What follows belongs to an exercise in optimizing a design on an open flow for small area, a short achievable clock period and few clock cycles; a production flow would make more cautious choices.
In this exercise RTL edits were held to simulation tests only and were not proved equivalent to the original.
Power is estimated from default activity; no workload was simulated.

## onyx
## CHIP
module CHIP(clk,
            rst_n,
            mem_wen_D,
            mem_addr_D,
            mem_wdata_D,
            mem_rdata_D,
            mem_addr_I,
            mem_rdata_I);
Size: roughly 7000 cells after synthesis, about 1400 flip-flops, roughly 160 I/O pins, ~77000 sq um of cells after synthesis.
==> flow/config.mk <==
export PLATFORM = sky130hd
export DESIGN_NAME = CHIP
export DESIGN_NICKNAME = CHIP
export VERILOG_FILES = /design/flow/design.v
export SDC_FILE = /design/flow/constraint.sdc
export NUM_CORES = 8
export LEC_CHECK = 0
export CAP_MARGIN = 20
export CORE_MARGIN = 2
export CORE_UTILIZATION = 30
export SETUP_SLACK_MARGIN = 1.0
export SLEW_MARGIN = 20
==> flow/constraint.sdc <==
create_clock -name core_clock -period 12.0 [get_ports {clk}]
set_input_delay 2.4000 -clock core_clock [delete_from_list [all_inputs] [get_ports {clk}]]
set_output_delay 2.4000 -clock core_clock [all_outputs]
set_load 0.01 [all_outputs]
standard.sh (not shown) runs the stock make flow with config.mk's settings and CLKGATE_MAP_FILE= SYNTH_SCRIPT=/design/flow/synth_recipe.tcl, a recipe that flattens the netlist after the stock synthesis.
==> flow/flow/run.sh <==
#!/bin/bash
set -euo pipefail
bash standard.sh SETUP_SLACK_MARGIN=8 finish > standard_make.log 2>&1
Testbench counts of onyx, summed over its fixed seeds: cycles 27,056.
Setup changes, onyx to violet
diff --git a/flow/design.v b/flow/design.v
--- a/flow/design.v
+++ b/flow/design.v
@@ -7,21 +7,21 @@
             mem_addr_I,
             mem_rdata_I);
     input         clk, rst_n ;
     output        mem_wen_D  ;
     output [31:0] mem_addr_D ;
     output [31:0] mem_wdata_D;
     input  [31:0] mem_rdata_D;
     output [31:0] mem_addr_I ;
     input  [31:0] mem_rdata_I;
     reg  [31:0] pcF;
-    reg         vD;
+    reg         vD, jumpedD;
     reg  [31:0] irD, pcD;
     reg         vE, killE;
     reg  [ 4:0] rdE;
     reg         wenE, loadE, storeE, brE, jalrE, mdE, divE;
     reg         brGE, brLT, off4E, off8E;
     reg         subE;
     reg         selAddE, selAndE, selOrE, selXorE, selSltE, selSllE, selSrlE;
     reg  [31:0] opAE, opBE, sdE;
     reg         wenM, loadM, storeM;
     reg  [ 4:0] rdM;
@@ -90,42 +90,57 @@
     wire loadUse = vEff & loadE & wenE &
                    ((usesRs1 & (rdE == rs1D)) | (usesRs2 & (rdE == rs2D)));
     wire mdDepE  = vEff & mdE & wenE &
                    ((usesRs1 & (rdE == rs1D)) | (usesRs2 & (rdE == rs2D)) | (writesRd & (rdE == rdD)));
     wire mdDepU  = mdPend &
                    ((usesRs1 & (mdRd == rs1D)) | (usesRs2 & (mdRd == rs2D)) | (writesRd & (mdRd == rdD)));
     wire stallD  = vD & (loadUse | mdDepE | mdDepU);
     wire        takenE;
     wire [31:0] aluSum;
     wire        mdReplay;
-    wire        redirE = vEff & (jalrE | (brE & takenE & ~off4E & ~off8E) | mdReplay);
-    wire        skipD  = vEff & brE & takenE & off8E;
+    wire        redirE = vEff & (jalrE | (brE & takenE & ~off4E & (~off8E | jumpedD)) | mdReplay);
+    wire        skipD  = vEff & brE & takenE & off8E & ~jumpedD;
     wire [31:0] redirTgtE = jalrE ? aluSum : sdE;
-    wire        redirD = vD & (isJAL | (brSelf & ~off4D)) & ~stallD;
+    wire [11:0] immLoD = irD[3] ? immJ[11:0] : immB[11:0];
+    wire [12:0] loD    = {1'b0, pcD[11:0]} + {1'b0, immLoD};
+    wire        hiMissD = (loD[12] != irD[31]);
+    wire        redirD = vD & ~stallD & (jumpedD ? hiMissD : (isJAL | (brSelf & ~off4D)));
+    wire [31:0] ir = mem_rdata_I;
+    wire        jalF  = (ir[6:2] == 5'b11011);
+    wire        selfF = (ir[6:2] == 5'b11000) & (ir[19:15] == ir[24:20]);
+    wire        fitF  = (ir[19:12] == {8{ir[31]}});
+    wire        jumpF = (jalF & fitF) | selfF;
+    wire [11:0] loJF  = pcF[11:0] + {ir[20], ir[30:21], 1'b0};
+    wire [11:0] loBF  = pcF[11:0] + {ir[7], ir[30:25], ir[11:8], 1'b0};
+    wire [31:0] tgtF  = {pcF[31:12], ir[3] ? loJF : loBF};
     wire [31:0] tgtD   = pcD + (irD[3] ? immJ : immB);
+    wire        keepF     = redirE | (redirD & ~skipD) | stallD;
+    wire        takeJumpF = jumpF & ~keepF;
+    wire [31:0] pcNext    = redirE ? redirTgtE :
+                            (redirD & ~skipD) ? tgtD :
+                            stallD ? pcF : pcF + 32'd4;
     always @(posedge clk or negedge rst_n) begin
         if (!rst_n) begin
             pcF <= 32'h00010000;
             vD  <= 1'b0;
         end
         else begin
-            if (redirE)                pcF <= redirTgtE;
-            else if (redirD & ~skipD)  pcF <= tgtD;
-            else if (!stallD)          pcF <= pcF + 32'd4;
+            pcF <= takeJumpF ? tgtF : pcNext;
             if (redirE | (redirD & ~skipD) | (skipD & stallD)) vD <= 1'b0;
             else if (!stallD)                                  vD <= 1'b1;
         end
     end
     always @(posedge clk) begin
         if (!stallD) begin
             irD <= mem_rdata_I;
             pcD <= pcF;
+            jumpedD <= jumpF;
         end
     end
     wire goE = vD & ~stallD;
     always @(posedge clk or negedge rst_n) begin
         if (!rst_n) begin
             vE <= 1'b0;
             killE <= 1'b0;
             wenE <= 1'b0;
             loadE <= 1'b0;
             storeE <= 1'b0;
## What came out
The final reports for violet and onyx show post-CTS setup buffer count higher in the former. Cmp onyx and violet / number of diodes / higher: violet. On violet: multi-input combinational gate total is 0.96% higher than what onyx gave. Compared with onyx, violet degrades first-pass GRT wire length. Global-route track usage on met1, onyx and violet, lower one = violet. Taking onyx as the reference, in violet standby leakage power went up, number of nets in the finished design went up 2.1%. Going from onyx to violet, setup slack -0.021 ns; netlist area before placement +about 1.1%.
Testbench counts of violet, summed over its fixed seeds: cycles 26,028.

-- port drivers added, routing unchanged --
Ports are ideal in the flow. The routed layouts listed here were re-timed in OpenROAD. Step 1, drivers: a clkbuf_16 drives clk and a buf_2 each remaining input, both assumed. Step 2 also shifts input and output timing later by t, the mid clock arrival at the registers, as if the neighbouring blocks saw the same clock. a / b / c = ideal ports / drivers / drivers and shift; a / b = the first two.
run	t, ns	slack for setup (ns)	worst hold slack (ns)
onyx	0.915	7.832 / 7.811 / 7.088	0.355 / 0.355 / 0.355
violet	0.913	7.811 / 7.811 / 7.021	0.347 / 0.347 / 0.347
After both steps setup and hold are still met in every run listed. The setup slack of violet, which loses most, moves by 0.000 ns with the drivers and by -0.790 ns with both steps.
